What follows belongs to an exercise in optimizing a design on an open flow for small area, a short achievable clock period and few clock cycles; a production flow would make more cautious choices.
The RTL was checked by simulation tests, not by an equivalence proof against the original design.
No activity file was given, so power comes from the tool's default toggle rates.

Design maze, start of the top module:
module maze(clk, reset, start_i, row_i, action_o, coord_o);
make LEC_CHECK=0 ABC_AREA=1 CAP_MARGIN=20 CORE_MARGIN=2 CORE_UTILIZATION=55 CTS_BUF_LIST='sky130_fd_sc_hd__clkbuf_4 sky130_fd_sc_hd__clkbuf_8' CTS_CLUSTER_DIAMETER=80 CTS_CLUSTER_SIZE=30 PLACE_DENSITY=0.75 SETUP_SLACK_MARGIN=1.3 SLEW_MARGIN=20 finish   # period 3.7 ns
run.sh (not shown) runs the stock make flow with config.mk's settings and CLKGATE_MAP_FILE= SYNTH_SCRIPT=/design/flow/synth_recipe.tcl, a recipe that flattens the netlist after the stock synthesis.
The baseline ran to the end with no violations.
Testbench counts at the start, summed over its fixed seeds: cycles 37,238.
Change:
- SETUP_SLACK_MARGIN: 1.3 -> 1.5
=> Die area does not change. Wire length climbs by roughly a tenth. Utilization climbs by 4.7 points. Sequential share of layout area drops by 2.3 points.
Change:
- CORE_UTILIZATION: 55 -> 40
- PLACE_DENSITY: 0.75 -> default
- SETUP_SLACK_MARGIN: 1.5 -> 1.4
After rerunning: Wire length barely changes; global-route usage drops by 9.6 points; cell count is higher by a few percent.
Change:
- CORE_UTILIZATION: 40 -> 55
- PLACE_DENSITY: default -> 0.75
Effect:
- The new run completed with no timing, DRC or antenna violations
- power went down by 3.3%
- core utilization went up by 16 points
- die area went down by 27%
- worst setup slack gains 0.0070 ns
- register-to-register slack loses 0.02 ns
- global-route usage went up by 9.2 points
- clock power went down by 17%
- worst hold slack gains 0.015 ns
- final area went down by 3.0%
- sequential share of layout area went up by 0.95 points
Change:
- CORE_UTILIZATION: 55 -> 40
- PLACE_DENSITY: 0.75 -> default
- SETUP_SLACK_MARGIN: 1.4 -> 1.45
What happened: The new run produced a clean layout. Non-clock buffer count rises by 15. Wire length went up by 9.4%. Final area climbs by 6.2%. Worst hold slack got worse by 0.019 ns. Cell count rises by about 6%.

---

run 1:
The RTL this note starts from:
==> flow/design.v <==
module maze(clk, reset, start_i, row_i, action_o, coord_o);
    input clk, reset, start_i;
    input [15:0] row_i;
    output reg [1:0] action_o;
    output [5:0] coord_o;
    localparam [1:0] A_IDLE = 2'b00, A_IN = 2'b01, A_CAL = 2'b10, A_OUT = 2'b11;
    reg [63:0] s1, s0;
    reg [8:0]  ph;      
    reg        ld;      
    reg [1:0]  T;       
    reg [1:0]  dm;      
    reg        tgt;     
    reg [7:0]  cpos, rpos;
    wire load = ld | ph[7];
    wire walk = (action_o == A_OUT);
    wire [7:0] in1, in0, isst;
    genvar g;
    generate for (g = 0; g < 8; g = g + 1) begin : col
        assign in1[g]  =  row_i[15-2*g] &  row_i[14-2*g];
        assign in0[g]  = ~row_i[15-2*g] &  row_i[14-2*g];
        assign isst[g] =  row_i[15-2*g] & ~row_i[14-2*g];
    end endgenerate
    wire       found = load & |isst;
    wire       last  = ph[7];    
    wire [7:0] ldr   = ph[7:0];
    reg [63:0] x1, x0;
    integer k;
    always @* begin
        x1 = s1;
        x0 = s0;
        for (k = 7; k < 64; k = k + 8) begin
            x1[k] = last ? in1[k >> 3] : s1[k];
            x0[k] = last ? in0[k >> 3] : s0[k];
        end
    end
    wire [63:0] ROW0 = 64'h0101010101010101;
    wire [63:0] ROW7 = 64'h8080808080808080;
    wire [63:0] nb  = ((x1 >> 1) & ~ROW7) | ((x1 << 1) & ~ROW0) | (x1 >> 8) | (x1 << 8);
    wire [63:0] nw  = nb & ~x1 & ~x0 & {64{~ld}};
    wire        lab = T[1] ^ T[0];       
    always @(posedge clk) begin
        for (k = 0; k < 64; k = k + 1) begin
            if (ldr[k & 7] & ((k & 7) != 7)) begin
                s1[k] <= in1[k >> 3];
                s0[k] <= in0[k >> 3];
            end else begin
                s1[k] <= x1[k] | nw[k];
                s0[k] <= x0[k] | (nw[k] & lab);
            end
        end
    end
    reg  [7:0] c1, c0, r1, r0;    
    integer a, b;
    always @* begin
        for (a = 0; a < 8; a = a + 1) begin
            c1[a] = 1'b0; c0[a] = 1'b0;
            r1[a] = 1'b0; r0[a] = 1'b0;
            for (b = 0; b < 8; b = b + 1) begin
                c1[a] = c1[a] | (cpos[b] & s1[b*8+a]);
                c0[a] = c0[a] | (cpos[b] & s0[b*8+a]);
                r1[a] = r1[a] | (rpos[b] & s1[a*8+b]);
                r0[a] = r0[a] | (rpos[b] & s0[a*8+b]);
            end
        end
    end
    wire [7:0] cv = c1 & ~(c0 ^ {8{tgt}});
    wire [7:0] rv = r1 & ~(r0 ^ {8{tgt}});
    wire up    = |(rpos[7:1] & cv[6:0]);
    wire down  = |(rpos[6:0] & cv[7:1]);
    wire left  = |(cpos[7:1] & rv[6:0]);
    wire right = |(cpos[6:0] & rv[7:1]);
    wire reach = up | down | left | right;
    function [2:0] enc(input [7:0] x);
        enc = {|x[7:4], x[2] | x[3] | x[6] | x[7], x[1] | x[3] | x[5] | x[7]};
    endfunction
    wire [2:0] cc = enc(cpos);
    wire [2:0] cr = enc(rpos);
    assign coord_o = {cc, cr};
    wire mu = walk & up;
    wire md = walk & ~up & down;
    wire mv = walk & ~(up | down);           
    wire ml = mv & left;
    wire mr = mv & ~left;
    wire hold = ~found & ~walk;
    wire pd = cc[0] ^ cr[0] ^ row_i[4] ^ row_i[0];    
    always @(posedge clk) begin
        rpos <= ({8{found}} & ph[7:0]) | ({8{hold | mv}} & rpos)
              | ({8{mu}} & (rpos >> 1)) | ({8{md}} & (rpos << 1));
        cpos <= ({8{found}} & isst) | ({8{hold | mu | md}} & cpos)
              | ({8{ml}} & (cpos >> 1)) | ({8{mr}} & (cpos << 1));
    end
    always @(posedge clk) begin
        if (ld) T <= 2'd0;
        else    T <= T + 2'd1;
        if (walk)                  dm <= dm - 2'd1;
        else if (action_o == A_IN) dm <= {~pd, pd};
        else                       dm <= T + 2'd1;
        tgt <= (walk & ~dm[1]) | (~walk & ~load & ((reach & tgt) | (~reach & lab)));
    end
    always @(posedge clk) begin
        case (action_o)
            A_IDLE:  begin ph <= {8'd0, start_i}; ld <= start_i; end
            A_IN:    begin ph <= ph << 1;         ld <= ld & ~ph[6]; end
            default: begin ph <= 9'd0;            ld <= 1'b0; end
        endcase
    end
    always @(posedge clk or posedge reset) begin
        if (reset) begin
            action_o <= A_IDLE;
        end else begin
            case (action_o)
                A_IDLE: if (start_i) action_o <= A_IN;
                A_IN:   if (ph[8]) action_o <= reach ? A_OUT : A_CAL;
                A_CAL: if (reach) action_o <= A_OUT;
                A_OUT: if (!reach) action_o <= A_IDLE;    
            endcase
        end
    end
endmodule
clock: 3.7 ns
lec_check: 0
abc_area: 1
cap_margin: 20
core_margin: 2
core_utilization: 55
cts_buf_list: sky130_fd_sc_hd__clkbuf_8
cts_cluster_diameter: 100
cts_cluster_size: 40
place_density: 0.75
setup_slack_margin: 1.4
slew_margin: 20
Every stage of the flow completed for run 1, and the final layout passed the timing, DRC and antenna checks.
Testbench counts of run 1, summed over its fixed seeds: cycles 39,396.
What run 2 does differently from run 1 at the input level:
- CTS_BUF_LIST: sky130_fd_sc_hd__clkbuf_8 -> unset
- SETUP_SLACK_MARGIN: 1.4 -> 1.5
- CORE_UTILIZATION: 55 -> 40
- PLACE_DENSITY: 0.75 -> unset
- CTS_CLUSTER_DIAMETER: 100 -> unset
- CTS_CLUSTER_SIZE: 40 -> unset
### Flow results
- For run 1 and run 2, there was not a single run that failed to finish clean.
- Wire length of the first global-routing pass of run 2 exceeds that of run 1 by a few percent.
- Run comparison: run 1 category of the most critical setup path flop to output pin; run 2 category of the most critical setup path flop to flop
- Combinational group share of total power was higher in the run labelled run 1.
- Run 2 has buffer and inverter count on the worst path above what run 1 had.
- Per the comparison of run 2 with run 1, wire length shows an increase of 3.6 mm, clock power climbed 28%, time the final worst path needs with I/O delays and setup increased 56 ps, area growth from synthesis to final layout went up 7.4 points.
- Run 2 ended with more top fanout value on the critical path than run 1.
- Run 2 vs. run 1: global-route usage shows a reduction of 8.6 points, met3 layer wire length in the routed design moved up, worst setup margin went down by 56 ps.
What run 3 does differently from run 2 at the input level:
- a change of SETUP_SLACK_MARGIN from 1.5 to 1.0
Measured against each other, run 3 and run 2 differ in cell count along the critical path, the lower figure coming from run 3.
Going from run 2 to run 3, the portion of total power attributed to sequential cells was found to have gone up by 4.4 points.
Lower sequential share of layout area goes to run 2 over run 3.
When the final numbers for run 3 and run 2 were put side by side, the final cell count turned out to be smaller in run 3.
Run 3 and run 2 all finish clean.
Comparing run 3 with run 2, the met2 global-route usage came out essentially unchanged.
Run 3 vs run 2: DRC marker count from the first detailed-route iteration down
Power share of the combinational group ended up 5.7 points lower on run 3 than on run 2.
Relative to run 2, the final cell area reported for run 3 is lower.
In run 3, critical-path maximum fanout is higher than in run 2.
Inputs modified between run 3 and run 4:
- changing CORE_UTILIZATION from 40 to 55
- setting CTS_CLUSTER_SIZE to 30 for the first time
- setting CTS_BUF_LIST to sky130_fd_sc_hd__clkbuf_4 sky130_fd_sc_hd__clkbuf_8 for the first time
- setting PLACE_DENSITY to 0.75 for the first time
- setting CTS_CLUSTER_DIAMETER to 80 for the first time
- changing SETUP_SLACK_MARGIN from 1.0 to 1.45
==> run notes <==
From run 4 to run 3, final hold violation count did not move at all.
Re global-route wire length before repair: run 3 was higher than run 4.
Between run 4 and run 3, it is run 4 whose number of standard cells in the layout, taps in and fillers out is lower, by 4.2%.
Average via count per standard cell (run 3 / run 4): 0.922
From run 3 to run 4 the numbers moved as follows: pre-CTS setup slack went up 59 ps; combined global-route utilization of all metal layers saw an increase; synthesized netlist net count comparable; first-pass detailed-route iteration total went up 12.
Diff run 3 and run 4: clock network fraction of total power higher in run 3
Run 4 ends up with a post-route cell area that is about 1.6% higher than in run 3.
Sequential share of layout area down 0.29 points in run 4 wrt run 3
Setup changes, run 4 to run 5
- CORE_UTILIZATION: 55 -> 65
- PLACE_DENSITY: 0.75 -> 0.85
- SETUP_SLACK_MARGIN: 1.45 -> 1.4
[summary]
- | power spent charging and discharging nets | run 5 vs run 4 | ≈ equal |
- Delta (run 5 minus run 4): register-to-register setup slack shrank by 90 ps; multi-input combinational area share grew by 0.47 points; count of buffers added by post-CTS timing repair for setup grew by 6; number of synthesized register bits held steady.

-- what the ideal ports hide --
In the flow no input, the clock included, has a driving cell. The finished layouts below were timed again as built, in two steps.
Step 1, drivers: a clkbuf_16 drives clk and a buf_2 each remaining input, both assumed.
Step 2 times the ports against the registers' clock, not the clock port: input delays grow and output delays shrink by t, the midpoint of the rising clock arrivals with the driver on.
a / b / c = no drivers / after step 1 / after step 2; a / b = the first two.
run	t (ns)	setup WS [ns]	worst data-port slew with drivers (ns)
the first run of note 1	0.526	1.341 / 1.300 / 0.966	0.04
the second run of note 1	0.535	1.202 / 1.201 / 0.666	0.04
the third run of note 1	0.528	1.409 / 1.367 / 0.954	0.04
the fourth run of note 1	0.532	1.416 / 1.416 / 1.011	0.04
the fifth run of note 1	0.533	1.418 / 1.376 / 0.980	0.04
run 1	0.522	1.455 / 1.410 / 0.981	0.04
run 2	0.484	1.400 / 1.351 / 1.060	0.04
run 3	0.483	0.983 / 0.937 / 0.810	0.04
run 4	0.518	1.468 / 1.452 / 0.966	0.04
run 5	0.518	1.385 / 1.385 / 1.016	0.04
After both steps every run listed still meets setup and hold. The setup slack of the second run of note 1, which loses most, moves by -0.001 ns with the drivers and by -0.536 ns with both steps.
